From an optimization exercise on the open Yosys and OpenROAD flow, aimed at small area, a short achievable clock period and few clock cycles; shortcuts taken in it are not production practice. In this exercise RTL edits were held to simulation tests only and were not proved equivalent to the original. Power is estimated from default activity; no workload was simulated.

## flow/design.v

```verilog
`timescale 1ns / 1ps
module PC_Reg(
   input clk,
	input rst_n,
	input [6:0]PCin,
	input StallF,
	output reg [6:0]PCF
    );
always@(posedge clk or negedge rst_n)
begin
  if(~rst_n)
    PCF <= 7'd0;
  else
  begin
    if(~StallF)  PCF <= PCin;
  end
end
endmodule
`timescale 1ns / 1ps
module PC_Plus_Module(
   input signed [6:0]PC_Plus1D,
	input signed [6:0]ins_extend,
	output [6:0]PCBranchD
    );
 assign PCBranchD = PC_Plus1D + ins_extend;
endmodule
`timescale 1ns / 1ps
module PCSrcD_Mulselect(
   input [1:0]PCSrcD,
   input [6:0]PC_plus1F,
	input [6:0]PC_BranchD,
	input [6:0]ins_extend,
	input [6:0]JR,
	output [6:0]PC
    );
assign PC = (PCSrcD==2'd0)?PC_plus1F:(PCSrcD==2'd1)?PC_BranchD:(PCSrcD==2'd2)?JR:ins_extend;
endmodule
`timescale 1ns / 1ps
module D_RegFile(
  input clk,
  input rst_n,
  input [31:0]ins,
  input StallD,
  input [6:0]PC_plus1F,
  input [1:0]PCSrcD,
  output reg [31:0]insD,
  output reg [6:0]PC_plus1D
    );
always@(posedge clk or negedge rst_n)
begin
  if(~rst_n)
     begin
     insD <= 32'd0;
     PC_plus1D <= 7'd0;
     end
  else if(~StallD)
     begin
	  if(PCSrcD!=2'd0)
		  begin
        insD <= 32'd0;
		  PC_plus1D <= 7'd0;
		  end
     else
        begin
	     insD <= ins;
	     PC_plus1D <= PC_plus1F;
		  end
	  end
end
endmodule
`timescale 1ns / 1ps
module CU(
   input [5:0]Op,
	input [5:0]Funct,
	input rst_n,
	output reg RegWriteD,
	output reg MemtoRegD,
	output reg MemWriteD,
	output reg [3:0]ALUControlD,
	output reg ALUSrcD,
	output reg RegDstD
    );
always@(*)
begin
   if(~rst_n)
	  begin
	    RegWriteD = 0;
	    MemtoRegD = 0;
	    MemWriteD = 0;
		 ALUControlD = 4'd0;
		 ALUSrcD = 0;
		 RegDstD = 0;
	  end
	else
	  begin
	    case(Op)
	    6'h00:   
		    begin
			   case(Funct)
				  6'h20:  
				    begin
					   RegWriteD = 1;
	               MemtoRegD = 0;
	               MemWriteD = 0;
		            ALUControlD = 4'd1;
		            ALUSrcD = 0;
		            RegDstD = 1;
		    		 end
				  6'h21:  
				    begin
					   RegWriteD = 1;
	               MemtoRegD = 0;
	               MemWriteD = 0;
		            ALUControlD = 4'h7;
		            ALUSrcD = 0;
		            RegDstD = 1;
					 end
				  6'h22: 
				    begin
					   RegWriteD = 1;
	               MemtoRegD = 0;
	               MemWriteD = 0;
		            ALUControlD = 4'h2;
		            ALUSrcD = 0;
		            RegDstD = 1;
					 end
				  6'h23:  
				    begin
					   RegWriteD = 1;
	               MemtoRegD = 0;
	               MemWriteD = 0;
		            ALUControlD = 4'h8;
		            ALUSrcD = 0;
		            RegDstD = 1;
					 end
				  6'h24:  
				    begin
					   RegWriteD = 1;
	               MemtoRegD = 0;
	               MemWriteD = 0;
		            ALUControlD = 4'h3;
		            ALUSrcD = 0;
		            RegDstD = 1;
					 end
				  6'h25:  
				    begin
					   RegWriteD = 1;
	               MemtoRegD = 0;
	               MemWriteD = 0;
		            ALUControlD = 4'h4;
		            ALUSrcD = 0;
		            RegDstD = 1;
					 end
				  6'h27:  
				    begin
					   RegWriteD = 1;
	               MemtoRegD = 0;
	               MemWriteD = 0;
		            ALUControlD = 4'h6;
		            ALUSrcD = 0;
		            RegDstD = 1;
					 end
				  6'h26:  
				    begin
					   RegWriteD = 1;
	               MemtoRegD = 0;
	               MemWriteD = 0;
		            ALUControlD = 4'h5;
		            ALUSrcD = 0;
		            RegDstD = 1;
					 end
				  6'h04:  
				    begin
					   RegWriteD = 1;
	               MemtoRegD = 0;
	               MemWriteD = 0;
		            ALUControlD = 4'h9;
		            ALUSrcD = 0;
		            RegDstD = 1;
					 end
				  6'h07:  
				    begin
					   RegWriteD = 1;
	               MemtoRegD = 0;
	               MemWriteD = 0;
		            ALUControlD = 4'hA;
		            ALUSrcD = 0;
		            RegDstD = 1;
					 end
				  6'h06:  
				    begin
					   RegWriteD = 1;
	               MemtoRegD = 0;
	               MemWriteD = 0;
		            ALUControlD = 4'hB;
		            ALUSrcD = 0;
		            RegDstD = 1;
					 end
				  6'h2A:   
				    begin
					   RegWriteD = 1;
	               MemtoRegD = 0;
	               MemWriteD = 0;
		            ALUControlD = 4'hC;
		            ALUSrcD = 0;
		            RegDstD = 1;
					 end
				  6'h2B:   
				    begin
					   RegWriteD = 1;
	               MemtoRegD = 0;
	               MemWriteD = 0;
		            ALUControlD = 4'hD;
		            ALUSrcD = 0;
		            RegDstD = 1;
					 end
				  6'h08:  
				    begin
					   RegWriteD = 0;
	               MemtoRegD = 0;
	               MemWriteD = 0;
		            ALUControlD = 4'h0;
		            ALUSrcD = 0;
		            RegDstD = 0;
					 end
				  default:
				    begin
					   RegWriteD = 0;
	               MemtoRegD = 0;
	               MemWriteD = 0;
		            ALUControlD = 4'h0;
		            ALUSrcD = 0;
		            RegDstD = 0;
					 end
			   endcase
			 end
	    6'h08:   
		    begin
			   RegWriteD = 1;
	         MemtoRegD = 0;
	         MemWriteD = 0;
		      ALUControlD = 4'd1;
		      ALUSrcD = 1;
		      RegDstD = 0;
			 end
		 6'h0D:   
		    begin
			   RegWriteD = 1;
	         MemtoRegD = 0;
	         MemWriteD = 0;
		      ALUControlD = 4'd4;
		      ALUSrcD = 1;
		      RegDstD = 0;
			 end
		 6'h0E:   
		     begin
			   RegWriteD = 1;
	         MemtoRegD = 0;
	         MemWriteD = 0;
		      ALUControlD = 4'd5;
		      ALUSrcD = 1;
		      RegDstD = 0;
			 end
		 6'h0F:   
		     begin
			   RegWriteD = 1;
	         MemtoRegD = 0;
	         MemWriteD = 0;
		      ALUControlD = 4'hE;
		      ALUSrcD = 1;
		      RegDstD = 0;
			 end
		 6'h09:   
		     begin
			   RegWriteD = 1;
	         MemtoRegD = 0;
	         MemWriteD = 0;
		      ALUControlD = 4'd7;
		      ALUSrcD = 1;
		      RegDstD = 0;
			  end
	    6'h0C:  
		    begin
			   RegWriteD = 1;
	         MemtoRegD = 0;
	         MemWriteD = 0;
		      ALUControlD = 4'd3;
		      ALUSrcD = 1;
		      RegDstD = 0;
			 end
		 6'h04:  
		    begin
			   RegWriteD = 0;
	         MemtoRegD = 0;
	         MemWriteD = 0;
		      ALUControlD = 4'd0;
		      ALUSrcD = 0;
		      RegDstD = 0;
			 end
		 6'h01:  
		    begin
			   RegWriteD = 0;
	         MemtoRegD = 0;
	         MemWriteD = 0;
		      ALUControlD = 4'd0;
		      ALUSrcD = 0;
		      RegDstD = 0;
			 end
		 6'h06:  
		    begin
			   RegWriteD = 0;
	         MemtoRegD = 0;
	         MemWriteD = 0;
		      ALUControlD = 4'd0;
		      ALUSrcD = 0;
		      RegDstD = 0;
			 end
		 6'h07:  
		    begin
			   RegWriteD = 0;
	         MemtoRegD = 0;
	         MemWriteD = 0;
		      ALUControlD = 4'd0;
		      ALUSrcD = 0;
		      RegDstD = 0;
			 end
		 6'h05:  
		    begin
			   RegWriteD = 0;
	         MemtoRegD = 0;
	         MemWriteD = 0;
		      ALUControlD = 4'd0;
		      ALUSrcD = 0;
		      RegDstD = 0;
			 end
		 6'h02:   
		    begin
			   RegWriteD = 0;
	         MemtoRegD = 0;
	         MemWriteD = 0;
		      ALUControlD = 4'd0;
		      ALUSrcD = 0;
		      RegDstD = 0;
			 end
		 6'h0A:  
		    begin
			   RegWriteD = 1;
	         MemtoRegD = 0;
	         MemWriteD = 0;
		      ALUControlD = 4'hC;
		      ALUSrcD = 1;
		      RegDstD = 0;
			 end
		 6'h0B:  
		    begin
			   RegWriteD = 1;
	         MemtoRegD = 0;
	         MemWriteD = 0;
		      ALUControlD = 4'hD;
		      ALUSrcD = 1;
		      RegDstD = 0;
			 end
		 6'h23:  
		    begin
			   RegWriteD = 1;
	         MemtoRegD = 1;
	         MemWriteD = 0;
		      ALUControlD = 4'd1;
		      ALUSrcD = 1;
		      RegDstD = 0;
			 end
		 6'h2B:  
		    begin
			   RegWriteD = 0;
	         MemtoRegD = 0;
	         MemWriteD = 1;
		      ALUControlD = 4'd1;
		      ALUSrcD = 1;
		      RegDstD = 0;
			 end
	    default:
		    begin
			   RegWriteD = 0;
	         MemtoRegD = 0;
	         MemWriteD = 0;
		      ALUControlD = 4'd0;
		      ALUSrcD = 0;
		      RegDstD = 0;
			 end
		endcase
	  end
end
endmodule
`timescale 1ns / 1ps
module REG(
    input clk,
    input rst_n,
    input [4:0]   r1_addr,
    input [4:0]	r2_addr,
    input [4:0]	r3_addr,
    input [31:0]  r3_din,
    input r3_wr,
    output  [31:0]	r1_dout,	
    output  [31:0]	r2_dout
    );
  reg [31:0] mem [31:0];
  integer i;
  always @(negedge clk or negedge rst_n)
  begin 
    if(~rst_n)
	 begin
		for(i=0; i<=31;i=i+1)
		  mem[i]<=0;
	 end
	else
	   begin
		if(r3_wr)
	    mem[r3_addr]<= r3_din;
	   else
	    mem[r3_addr]<= mem[r3_addr];
		end
  end
	assign r1_dout = mem[r1_addr];
	assign r2_dout = mem[r2_addr];
endmodule
`timescale 1ns / 1ps
module ForwardAD_Mulselect(
    input [1:0]ForwardAD,
	 input [31:0]ALUOutM,
	 input [31:0]RD1,
	 input [31:0]ResultW,
	 output [31:0]r1_out
    );
 assign r1_out = (ForwardAD==2'd0)?RD1:(ForwardAD==2'd1)?ALUOutM:ResultW;
endmodule
`timescale 1ns / 1ps
module ForwardBD_Mulselect(
    input [1:0]ForwardBD,
	 input [31:0]ALUOutM,
	 input [31:0]RD2,
	 input [31:0]ResultW,
	 output [31:0]r2_out
    );
 assign r2_out = (ForwardBD==2'd0)?RD2:(ForwardBD==2'd1)?ALUOutM:ResultW;
endmodule
`timescale 1ns / 1ps
module PCSrc_Branch(
   input rst_n,
   input signed [31:0]r1_dout,
	input signed [31:0]r2_dout,
	input [5:0]ins,
	input [5:0]Funct,
	input [4:0]bgez,
	input StallF,
	output reg [1:0]PCSrc,
	output reg [1:0]BranchD
    );
 wire EqualD;
 assign EqualD = (r1_dout==r2_dout)?1:0;
 always@(*)
 begin
    if(~rst_n)  PCSrc = 2'd0;
	 else
	   begin
	    case(ins)
		 6'h01: begin if(StallF) PCSrc = 2'd0; else if((bgez==5'd1&&r1_dout>=32'sd0)||(bgez==5'd0&&r1_dout<32'sd0)) PCSrc = 2'd1; else PCSrc = 2'd0; end
		 6'h00: begin if(StallF) PCSrc = 2'd0; else if(Funct==6'h08)  PCSrc = 2'd2; else PCSrc = 2'd0; end
		 6'h04: begin if(StallF) PCSrc = 2'd0; else if(EqualD) PCSrc = 2'd1; else PCSrc = 2'd0; end
		 6'h05: begin if(StallF) PCSrc = 2'd0; else if(EqualD) PCSrc = 2'd0; else PCSrc = 2'd1; end
		 6'h06: begin if(StallF) PCSrc = 2'd0; else if(r1_dout<=32'sd0) PCSrc = 2'd1; else PCSrc = 2'd0; end
	    6'h07: begin if(StallF) PCSrc = 2'd0; else if(r1_dout>32'sd0) PCSrc = 2'd1; else PCSrc = 2'd0; end
		 6'h02: PCSrc = 2'd3;
		 default: PCSrc = 2'd0;
		 endcase
		end
 end
 always@(*)
 begin
   if(~rst_n)  BranchD = 2'd0;
	else
	 begin
    case(ins)
	 6'h01:  BranchD = 2'd1;
	 6'h04:  BranchD = 2'd1;
	 6'h05:  BranchD = 2'd1;
	 6'h06:  BranchD = 2'd1;
    6'h07:  BranchD = 2'd1;
	 6'h00: begin if(Funct==6'h08) BranchD = 2'd2; else BranchD = 2'd0; end
	 6'h02: BranchD = 2'd3;
    default: BranchD = 2'd0;
	 endcase
	 end
 end
endmodule
`timescale 1ns / 1ps
module E_RegFile(
   input clk,
	input FlushE,
	input RegWriteD,
	input MemtoRegD,
	input MemWriteD,
	input [3:0]ALUControlD,
	input ALUSrcD,
	input RegDstD,
	input [31:0]RD1,
	input [31:0]RD2,
	input [4:0]RsD,
	input [4:0]RtD,
	input [4:0]RdD,
	input [15:0]extend,
	output reg RegWriteE,
	output reg MemtoRegE,
	output reg MemWriteE,
	output reg [3:0]ALUControlE,
	output reg ALUSrcE,
	output reg RegDstE,
	output reg [31:0]RD1_out,
	output reg [31:0]RD2_out,
	output reg [4:0]RsE,
	output reg [4:0]RtE,
	output reg [4:0]RdE,
	output reg [15:0]extend_out
    );
	always@(posedge clk)
	begin
	   if(FlushE)
		  begin 
		    RegWriteE <= 0;
			 MemtoRegE <= 0;
		    MemWriteE <= 0;
			 ALUControlE <= 4'd0;
			 ALUSrcE   <= 0;
			 RegDstE   <= 0;
			 RD1_out   <= 32'd0;
			 RD2_out   <= 32'd0;
			 RsE       <= 5'd0;
			 RtE       <= 5'd0;
			 RdE       <= 5'd0;
			 extend_out<= 16'h0;
		  end
	  else
	     begin
		    RegWriteE <= RegWriteD;
			 MemtoRegE <= MemtoRegD;
		    MemWriteE <= MemWriteD;
			 ALUControlE <= ALUControlD;
			 ALUSrcE   <= ALUSrcD;
			 RegDstE   <= RegDstD;
			 RD1_out   <= RD1;
			 RD2_out   <= RD2;
			 RsE       <= RsD;
			 RtE       <= RtD;
			 RdE       <= RdD;
			 extend_out<= extend;
		  end
	end
endmodule
`timescale 1ns / 1ps
module RegDstE_Mulselect(
    input [4:0]RtE,
	 input [4:0]RdE,
	 input RegDstE,
	 output [4:0]WriteRegE
    );
  assign WriteRegE = (~RegDstE)?RtE:RdE;
endmodule
`timescale 1ns / 1ps
module ForwardAE_Mulselect(
   input [31:0]RD1_out,
	input [31:0]ALUOutM,
	input [31:0]ResultW,
   input [1:0]ForwardAE,
	output [31:0]SrcAE
);
  assign SrcAE = (ForwardAE==2'd0)?RD1_out:(ForwardAE==2'd1)?ResultW:ALUOutM;
endmodule
`timescale 1ns / 1ps
module ForwardBE_Mulselect(
   input [31:0]RD2_out,
	input [31:0]ALUOutM,
	input [31:0]ResultW,
   input [1:0]ForwardBE,
	output [31:0]RD2_outE
);
  assign RD2_outE = (ForwardBE==2'd0)?RD2_out:(ForwardBE==2'd1)?ResultW:ALUOutM;
endmodule
module ALUSrcE_Mulselect(
   input [31:0]RD2_outE,
	input [15:0]extend_out,
	input ALUSrcE,
	output [31:0]SrcBE
    );
assign SrcBE[15:0] = (~ALUSrcE)?RD2_outE[15:0]:extend_out;
assign SrcBE[31:16]= (~ALUSrcE)?RD2_outE[31:16]:(extend_out[15:15]==0)?16'h0000:16'hFFFF;
endmodule
`timescale 1ns / 1ps
module ALU(
  input  [31:0]alu_a,
  input  [31:0]alu_b,
  input        [4:0]alu_op,
  output   reg [31:0]alu_out
    );
 parameter A_NOP=5'h00;
 parameter A_ADD=5'h01;
 parameter A_SUB=5'h02;
 parameter A_AND=5'h03;
 parameter A_OR =5'h04;
 parameter A_XOR=5'h05;
 parameter A_NOR=5'h06;
 parameter A_ADDU=5'h07;
 parameter A_SUBU=5'h08;
 parameter A_LL  =5'h09;
 parameter A_RR  =5'h0A;
 parameter A_RRU =5'h0B;
 parameter A_SMALL=5'h0C;
 parameter A_SMALLU=5'h0D;
 parameter A_LUI  =5'h0E;
 wire signed [31:0]alu_A_signed;
 wire signed [31:0]alu_B_signed;
 assign alu_A_signed = alu_a;
 assign alu_B_signed = alu_b;
 always @(*)
 begin
 case(alu_op)
	A_ADD:  alu_out=alu_A_signed+alu_B_signed;
	A_SUB:  alu_out=alu_A_signed-alu_B_signed;
	A_AND:  alu_out=alu_a&alu_b;
	A_OR:   alu_out=alu_a|alu_b;
	A_XOR:  alu_out=alu_a^alu_b;
	A_NOR:  alu_out=~(alu_a|alu_b);
	A_ADDU: alu_out=alu_a+alu_b;
	A_SUBU: alu_out=alu_a-alu_b;
	A_LL:   alu_out=alu_b<<alu_a;
	A_RR:   alu_out=alu_B_signed>>>alu_a;
	A_RRU:  alu_out=alu_b>>alu_a;
	A_SMALL:alu_out=(alu_A_signed<alu_B_signed)?32'd1:32'd0;
	A_SMALLU:  alu_out=(alu_a<alu_b)?32'd1:32'd0;
	A_LUI:  alu_out=alu_b<<16;
	default: alu_out=32'b0;
 endcase
 end
endmodule
`timescale 1ns / 1ps
module M_RegFile(
   input clk,
	input RegWriteE,
	input MemtoRegE,
   input MemWriteE,
   input [31:0]alu_out,
   input [31:0]WriteDataE,
   input [4:0]WriteRegE,
   output reg RegWriteM,
	output reg MemtoRegM,
   output reg MemWriteM,
   output reg [31:0]ALUOutM,
   output reg [31:0]WriteDataM,
   output reg [4:0]WriteRegM
    );
always@(posedge clk)
begin
          RegWriteM <= RegWriteE;
			 MemtoRegM <= MemtoRegE;
		    MemWriteM <= MemWriteE;
			 ALUOutM   <= alu_out;
			 WriteDataM<= WriteDataE;
			 WriteRegM <= WriteRegE;
end
endmodule
`timescale 1ns / 1ps
module W_RegFile(
   input clk,
	input RegWriteM,
	input MemtoRegM,
	input [31:0]ALUOutM,
	input [4:0]WriteRegM,
	output reg RegWriteW,
	output reg MemtoRegW,
	output reg [31:0]ALUOutW,
	output reg [4:0]WriteRegW
    );
always@(posedge clk)
begin
   RegWriteW <= RegWriteM;
	MemtoRegW <= MemtoRegM;
	ALUOutW   <= ALUOutM;
	WriteRegW <= WriteRegM;
end
endmodule
`timescale 1ns / 1ps
module MemtoRegW_Mulselect(
   input MemtoRegW,
	input [31:0]ReadDataW,
	input [31:0]ALUOutW,
	output [31:0]ResultW
    );
 assign ResultW = (~MemtoRegW)?ALUOutW:ReadDataW;
endmodule
module HU(
   input rst_n,
   input [1:0]BranchD,
	input [4:0]RsD,
	input [4:0]RtD,
	input [4:0]RtE,
	input [4:0]RsE,
	input [4:0]WriteRegE,
	input MemtoRegE,
	input RegWriteE,
	input MemtoRegM,
	input RegWriteM,
	input RegWriteW,
	input [4:0]WriteRegM,
	input [4:0]WriteRegW,
	input [1:0]PCSrcD,
	output StallF,
	output StallD,
	output [1:0]ForwardAD,
	output [1:0]ForwardBD,
	output FlushE,
	output [1:0]ForwardAE,
	output [1:0]ForwardBE
    );
 assign ForwardAE = (RegWriteM&&WriteRegM==RsE)?2'b10:(RegWriteW&&WriteRegW==RsE)?2'b01:2'b00;
 assign ForwardBE = (RegWriteM&&WriteRegM==RtE)?2'b10:(RegWriteW&&WriteRegW==RtE)?2'b01:2'b00;
 assign StallF    = ((MemtoRegE&&(RtE==RsD||RtE==RtD))||((BranchD==2'd1||BranchD==2'd2)&&((RegWriteE&&(WriteRegE==RsD||WriteRegE==RtD))||(MemtoRegM&&RegWriteM&&(WriteRegM==RsD||WriteRegM==RtD)))))?1:0;
 assign StallD    =  (~rst_n||StallF)?1:0;
 assign FlushE    =  (PCSrcD==2'd0&&~StallF)?0:1;
 assign ForwardAD = ((BranchD==2'd1||BranchD==2'd2)&&RegWriteM&&WriteRegM==RsD)?2'd1:((BranchD==2'd1||BranchD==2'd2)&&RegWriteW&&WriteRegW==RsD)?2'd2:2'd0;
 assign ForwardBD = ((BranchD==2'd1||BranchD==2'd2)&&RegWriteM&&WriteRegM==RtD)?2'd1:((BranchD==2'd1||BranchD==2'd2)&&RegWriteW&&WriteRegW==RtD)?2'd2:2'd0;
endmodule
`timescale 1ns / 1ps
module Pipelined_CPU(
   input clk,
	input rst_n,
	output [6:0]imem_addr,
	input [31:0]imem_data,
	output [6:0]dmem_addr,
	output [31:0]dmem_wdata,
	output dmem_we,
	input [31:0]dmem_rdata
    );
  wire [1:0]PCSrcD;
  wire [6:0]PCF;
  wire [1:0]BranchD;
  wire [6:0]PCBranchD;
  wire [6:0]PCin;
  wire StallF;
  wire StallD;
  wire [31:0]ins;
  wire [31:0]insD;
  wire  [6:0]PC_plus1D;
  wire RegWriteD;
  wire MemtoRegD;
  wire MemWriteD;
  wire [3:0]ALUControlD;
  wire ALUSrcD;
  wire RegDstD;
  wire [4:0]WriteRegW;
  wire [31:0]ResultW;
  wire [31:0]RD1;
  wire [31:0]RD2;
  wire [31:0]r1_out;
  wire [31:0]r2_out;
  wire [1:0]ForwardAD;
  wire [1:0]ForwardBD;
  wire [1:0]ForwardAE;
  wire [1:0]ForwardBE;
  wire [31:0]ALUOutM;
  wire FlushE;
  wire RegWriteE;
  wire MemtoRegE;
  wire MemWriteE;
  wire [3:0]ALUControlE;
  wire ALUSrcE;
  wire RegDstE;
  wire [31:0]RD1_out;
  wire [31:0]RD2_out;
  wire [4:0]RsE;
  wire [4:0]RtE;
  wire [4:0]RdE;
  wire [15:0]extend_out;
  wire [4:0]WriteRegE;
  wire [31:0]SrcAE;
  wire [31:0]SrcBE;
  wire [31:0]RD2_outE;
  wire [31:0]alu_out;
  wire RegWriteM;
  wire MemtoRegM;
  wire MemWriteM;
  wire [31:0]WriteDataM;
  wire [4:0]WriteRegM;
  wire RegWriteW;
  wire [31:0]ReadDataW;
  wire [31:0]ALUOutW;
  wire MemtoRegW;
  wire [4:0]ALUControlE_modify;
  assign ALUControlE_modify[4:4] = 0;
  assign ALUControlE_modify[3:0] = ALUControlE;
  PCSrcD_Mulselect PCSrcD_Mulselect(.PCSrcD(PCSrcD),.PC_plus1F(PCF+7'b0000001),.PC_BranchD(PCBranchD),.ins_extend(insD[6:0]),.JR(r1_out[6:0]),.PC(PCin));
  PC_Reg PC_Reg(.clk(clk),.rst_n(rst_n),.PCin(PCin),.StallF(StallF),.PCF(PCF));
  assign imem_addr = (~rst_n) ? 7'd0 : (StallF ? PCF : PCin);
  assign ins = imem_data;
  D_RegFile D_RegFile(.clk(clk),.rst_n(rst_n),.ins(ins),.StallD(StallD),.PC_plus1F(PCF+7'd1),.PCSrcD(PCSrcD),.insD(insD),.PC_plus1D(PC_plus1D));
  CU CU(.Op(insD[31:26]),.rst_n(rst_n),.Funct(insD[5:0]),.RegWriteD(RegWriteD),.MemtoRegD(MemtoRegD),.MemWriteD(MemWriteD),.ALUControlD(ALUControlD),.ALUSrcD(ALUSrcD),.RegDstD(RegDstD));
  REG Reg(.clk(clk),.rst_n(rst_n),.r1_addr(insD[25:21]),.r2_addr(insD[20:16]),.r3_addr(WriteRegW),.r3_din(ResultW),.r3_wr(RegWriteW),.r1_dout(RD1),.r2_dout(RD2));
  ForwardAD_Mulselect ForwardAD_Mulselect(.ForwardAD(ForwardAD),.ALUOutM(ALUOutM),.RD1(RD1),.ResultW(ResultW),.r1_out(r1_out));
  ForwardBD_Mulselect ForwardBD_Mulselect(.ForwardBD(ForwardBD),.ALUOutM(ALUOutM),.RD2(RD2),.ResultW(ResultW),.r2_out(r2_out));
  PCSrc_Branch PCSrc_Branch(.rst_n(rst_n),.r1_dout(r1_out),.r2_dout(r2_out),.Funct(insD[5:0]),.bgez(insD[20:16]),.StallF(StallF),.ins(insD[31:26]),.PCSrc(PCSrcD),.BranchD(BranchD));
  PC_Plus_Module PC_Plus_Module(.PC_Plus1D(PC_plus1D),.ins_extend(insD[6:0]),.PCBranchD(PCBranchD));
  E_RegFile E_RegFile(.clk(clk),.FlushE(FlushE),.RegWriteD(RegWriteD),.MemtoRegD(MemtoRegD),.MemWriteD(MemWriteD),.ALUControlD(ALUControlD),.ALUSrcD(ALUSrcD),.RegDstD(RegDstD),.RD1(RD1),.RD2(RD2),.RsD(insD[25:21]),.RtD(insD[20:16]),.RdD(insD[15:11]),.extend(insD[15:0]),.RegWriteE(RegWriteE),.MemtoRegE(MemtoRegE),.MemWriteE(MemWriteE),.ALUControlE(ALUControlE),.ALUSrcE(ALUSrcE),.RegDstE(RegDstE),.RD1_out(RD1_out),.RD2_out(RD2_out),.RsE(RsE),.RtE(RtE),.RdE(RdE),.extend_out(extend_out));
  RegDstE_Mulselect RegDstE_Mulselect(.RtE(RtE),.RdE(RdE),.RegDstE(RegDstE),.WriteRegE(WriteRegE));
  ForwardAE_Mulselect ForwardAE_Mulselect(.RD1_out(RD1_out),.ALUOutM(ALUOutM),.ResultW(ResultW),.ForwardAE(ForwardAE),.SrcAE(SrcAE));
  ForwardBE_Mulselect ForwardBE_Mulselect(.RD2_out(RD2_out),.ALUOutM(ALUOutM),.ResultW(ResultW),.ForwardBE(ForwardBE),.RD2_outE(RD2_outE));
  ALUSrcE_Mulselect ALUSrcE_Mulselect(.RD2_outE(RD2_outE),.extend_out(extend_out),.ALUSrcE(ALUSrcE),.SrcBE(SrcBE));
  ALU ALU(.alu_a(SrcAE),.alu_b(SrcBE),.alu_op(ALUControlE_modify),.alu_out(alu_out));
  M_RegFile M_RegFile(.clk(clk),.RegWriteE(RegWriteE),.MemtoRegE(MemtoRegE),.MemWriteE(MemWriteE),.alu_out(alu_out),.WriteDataE(RD2_outE),.WriteRegE(WriteRegE),.RegWriteM(RegWriteM),.MemtoRegM(MemtoRegM),.MemWriteM(MemWriteM),.ALUOutM(ALUOutM),.WriteDataM(WriteDataM),.WriteRegM(WriteRegM));
  assign dmem_addr = ALUOutM[8:2];
  assign dmem_wdata = WriteDataM;
  assign dmem_we = MemWriteM;
  assign ReadDataW = dmem_rdata;
  W_RegFile W_RegFile(.clk(clk),.RegWriteM(RegWriteM),.MemtoRegM(MemtoRegM),.ALUOutM(ALUOutM),.WriteRegM(WriteRegM),.RegWriteW(RegWriteW),.MemtoRegW(MemtoRegW),.ALUOutW(ALUOutW),.WriteRegW(WriteRegW));
  MemtoRegW_Mulselect MemtoRegW_Mulselect(.MemtoRegW(MemtoRegW),.ReadDataW(ReadDataW),.ALUOutW(ALUOutW),.ResultW(ResultW));
  HU HU(.rst_n(rst_n),.BranchD(BranchD),.RsD(insD[25:21]),.RtD(insD[20:16]),.RtE(RtE),.RsE(RsE),.PCSrcD(PCSrcD),.WriteRegE(WriteRegE),.MemtoRegE(MemtoRegE),.RegWriteE(RegWriteE),.MemtoRegM(MemtoRegM),.RegWriteM(RegWriteM),.RegWriteW(RegWriteW),.WriteRegM(WriteRegM),.WriteRegW(WriteRegW),.StallF(StallF),.StallD(StallD),.ForwardAD(ForwardAD),.ForwardBD(ForwardBD),.FlushE(FlushE),.ForwardAE(ForwardAE),.ForwardBE(ForwardBE));
endmodule
```

## flow/run.sh

```bash
#!/bin/bash
# synth_recipe.tcl (not shown) runs the flow's synth.tcl, then flattens the netlist and writes it again
# the make line also repeats each setting of config.mk as NAME=value (left out here)
make -C /OpenROAD-flow-scripts/flow DESIGN_CONFIG=/design/flow/config.mk WORK_HOME=/design/flow/orfs CLKGATE_MAP_FILE= SYNTH_SCRIPT=/design/flow/synth_recipe.tcl finish
```

## flow/config.mk

```make
export PLATFORM = sky130hd
export DESIGN_NAME = Pipelined_CPU
export DESIGN_NICKNAME = Pipelined_CPU
export VERILOG_FILES = /design/flow/design.v
export SDC_FILE = /design/flow/constraint.sdc
export NUM_CORES = 8
export LEC_CHECK = 0
export CAP_MARGIN = 20
export CORE_MARGIN = 2
export CORE_UTILIZATION = 40
export SETUP_SLACK_MARGIN = 1.0
export SLEW_MARGIN = 20
```

## flow/constraint.sdc

```tcl
create_clock -name core_clock -period 22.0 [get_ports {clk}]
set_input_delay 4.4000 -clock core_clock [delete_from_list [all_inputs] [get_ports {clk}]]
set_output_delay 4.4000 -clock core_clock [all_outputs]
set_load 0.01 [all_outputs]
```

==> run notes <==
-- metrics by stage --
| stage | setup WS, ps | hold WS [ps] |
|---|---|---|
| 2_1_floorplan | 3022 | 309.6 |
| 3_3_place_gp | 560.1 | 319.3 |
| 3_5_place_dp | 854.8 | 331.3 |
| 4_1_cts | 970.9 | 345.7 |
| 5_1_grt | 810.1 | 351.5 |
| 6_report | 812.2 | 343.2 |
-- registers in the layout, indices dropped and copies added (netlist names), 7 cells and up --
signal,flops
D_RegFile.PC_plus1D,7
Reg.mem,1024
D_RegFile.insD,32
E_RegFile.RD1_out,32
E_RegFile.extend_out,15
E_RegFile.RD2_out,32
M_RegFile.ALUOutM,32
PC_Reg.PCF,7
M_RegFile.WriteDataM,32
W_RegFile.ALUOutW,32
-- power breakdown --
part / leakage [nW] / internal, W / total (W) / switching, W
clock network: 2.56 / 0.00157 / 0.00274 / 0.00117
logic: 20.1 / 0.00202 / 0.00633 / 0.00431
registers: 13.6 / 0.00342 / 0.00474 / 0.00132
total: 36.3 / 0.00702 / 0.0138 / 0.00680
-- layer usage --
layer | vias up | share of wire [%]
li1 | 37220 | -
met1 | 45150 | 35
met2 | 9374 | 39
met3 | 3138 | 15
met4 | 32 | 11
met5 | - | 0.11
-- worst max-delay path, cell delays in order, from the launching register on --
cell and delay (ps):
dfrtn_1 400, nand2b_1 160, nand3_1 90, nand4_1 110, nor4_1 690, a21oi_1 480
a22oi_1 410, xnor2_1 160, nand4_1 170, nor4_4 250, a31oi_4 210, buf_4 190
mux2i_1 120, buf_6 140, buf_12 130, nor2_4 160, mux2_2 360, a22oi_1 170
nor2_1 90, clkdlybuf4s50_1 500
-- area by class of cell --
cell class                      instances  area (µm²)
Sequential cell                      1280       31000
Clock inverter                         61       813.3
Inverter                              135       506.7
Fill cell                           19990      110200
Multi-Input combinational cell       7749       46810
Timing Repair Buffer                  521        4563
Clock buffer                          213        4451
Tap cell                             2672        3343
Antenna cell                           71       177.7
-- cell usage in the layout (no fill, tap or decap), types with 55 or more instances in the layout --
| cell type | netlist | layout |
|---|---|---|
| nor2_1 | 1260 | 1177 |
| a21oi_1 | 1107 | 1067 |
| dfrtn_1 | 1024 | 1024 |
| nand3_1 | 951 | 951 |
| nand2_1 | 624 | 621 |
| o21ai_0 | 549 | 542 |
| a22oi_1 | 483 | 478 |
| and3_1 | 398 | 394 |
| buf_4 | 12 | 378 |
| nand4_1 | 371 | 371 |
| a221oi_1 | 226 | 224 |
| a22o_1 | 215 | 215 |
| dfxtp_1 | 210 | 207 |
| clkbuf_16 | 0 | 158 |
| ha_1 | 137 | 137 |
| inv_1 | 128 | 127 |
| xnor2_1 | 114 | 114 |
| mux2i_1 | 116 | 113 |
| clkdlybuf4s50_1 | 0 | 105 |
| nor4_1 | 105 | 96 |
| nor3_1 | 98 | 86 |
| a2111oi_0 | 88 | 72 |
| diode_2 | 0 | 71 |
| xor2_1 | 55 | 55 |
-- how the worst max path moves through the flow --
stage | end | startpoint | depth (start not counted)
floorplan | imem_addr[5] | Reg.mem[14][25] | 15
global placement | imem_addr[6] | Reg.mem[4][1] | 18
detailed placement | imem_addr[6] | Reg.mem[14][25] | 17
CTS | imem_addr[2] | Reg.mem[2][29] | 20
global route | imem_addr[2] | Reg.mem[7][10] | 18
finish | imem_addr[2] | Reg.mem[8][19] | 19
-- cells by family (layout without fill, tap and decap cells) --
kind of cell / count (synthesis) / in the layout
adders and majority gates: 141 / 141
and+or+nand+nor: 4088 / 4089
AOI/OAI and AO/OA: 3176 / 3176
DFF: 1280 / 1280
buffers and inverters: 1166 / 930
other: 0 / 71
xor gates and xnor gates: 170 / 170
muxes: 173 / 173
-- repair_timing --
action | 4_1_cts | 5_1_grt
gates resized for setup | 47 | 36
setup endpoints to repair | 7 | 7
pin swaps | 8 | 6
setup buffers | 8 | 2
cloned | 1 | 0
==> flow_summary.ini <==
[drt]
routedWlPerCell_um = 39.90
drtIter0Drc = 18600
ant_nets = 0
vias = 94910
drc = 0
via_per_inst = 7.472
wl_um = 506800
first_pass_iters = 12

[floorplanning]
design.core.area_mm2 = 0.2019
die_h_um = 454.3
initial_core_util_pct = 40.18
dieArea_mm2 = 0.2064
io-pin-count = 113
row_count = 165
die_w_um = 454.3

[grt]
grt_pass1_wl_um = 694700
grt_pass1_vias = 87050
met2_usage_pct = 65.07
grt_use_met3_pct = 20.66
gr-max-usage-layer = met2
antenna_found_initial = 66
grt_max_degree = 151
gr-total-overflow = 0
grtUsageTotal_pct = 47.40
use_met1_pct = 56.48

[outcome]
status = complete, no violations

[synth]
synth_top_area_share_pct = 31.59
synth-main-ff-cell = dfrtn_1
synthMuxAreaShare_pct = 2.273
synth_cell_types = 98
ys_ff_latch = 1280
syn_avg_cell_area_um2 = 7.958
ys_async_sr_fraction_pct = 83.59
synth.most_common_cell = nor2_1
synth_warnings = 10
synth_enable_flop_cells = 0
yosys.area_share.simple_pct = 24.43
synthAdderAreaFrac_pct = 2.212
synth.area.top_cells = dfrtn_1, a21oi_1, nand3_1
synth_nets = 10400
yosysSeqAreaShare_pct = 38.19
synth-compound-area-share_pct = 25.44
synthTopCellsByCount = nor2_1, a21oi_1, dfrtn_1
synth_top_family_by_area = compound AO/OA/AOI/OAI gates
synth.largest_area_cell = dfrtn_1
netlist_instances = 10190
synth_xor_xnor_area_share_pct = 1.845
syn-cell-area_mm2 = 0.08112

[setup_path]
cp_max_fo = 8
worstReg2RegEnd = E_RegFile.RD2_out[5]
r2r_cells = 19
r2r_slack_ps = 5410
rr_startpoint = Reg.mem[8][19]
cp_data_arrival_time_ps = 16790
worstPathRequired_ps = 17600
start_kind = flip-flop
critPathKind = flip-flop to output pin
setup.worst_path.end_class = output pin

[clock_tree]
cts_buffers = 153
cts_buffer_depth = 3
cts_tree = yes
hold_buffers = 0
cts-htree-levels = 4
numClockSinks = 1280
clk_pin_slew_ps = 60
clock_latency_ps = 870
cts_root_buffer = clkbuf_16

[power]
cellPowerDensity_mw_per_mm2 = 150.8
ir_drop_mv = 0.09369
p_leak_nw = 36.26
power.total_w = 0.01382

[place]
post-dp-hpwl_um = 330400
portBuffers = 112
placedInstanceArea_mm2 = 0.08576
dp_cells = 12350
gp_congestion = 1.079

[sta]
slew_headroom_pct = 7.955
rsz0062_at_grt = true
fin_tns_setup_ps = 0
skew_ps = 113.2
drv_slew = 0
setup_violations = 0
report.final.hold_viol_count = 0
worst_pin_slew_ps = 1376

[layout]
post_route_cells_drive_above_1_share_pct = 10.10
stdcell_area_mm2 = 0.09167
area_growth_pct = 13.00
utilization_pct = 45.40
fin_nets = 10050
fin_cells = 12700

[worst_hold_path]
worstHoldStart = E_RegFile.MemWriteE
hold_path_class = flip-flop to flip-flop
hold_path_end = M_RegFile.MemWriteM
hold_depth = 0

[job]
drv_cap = 0
Testbench counts, summed over its fixed seeds: cycles 49,596.
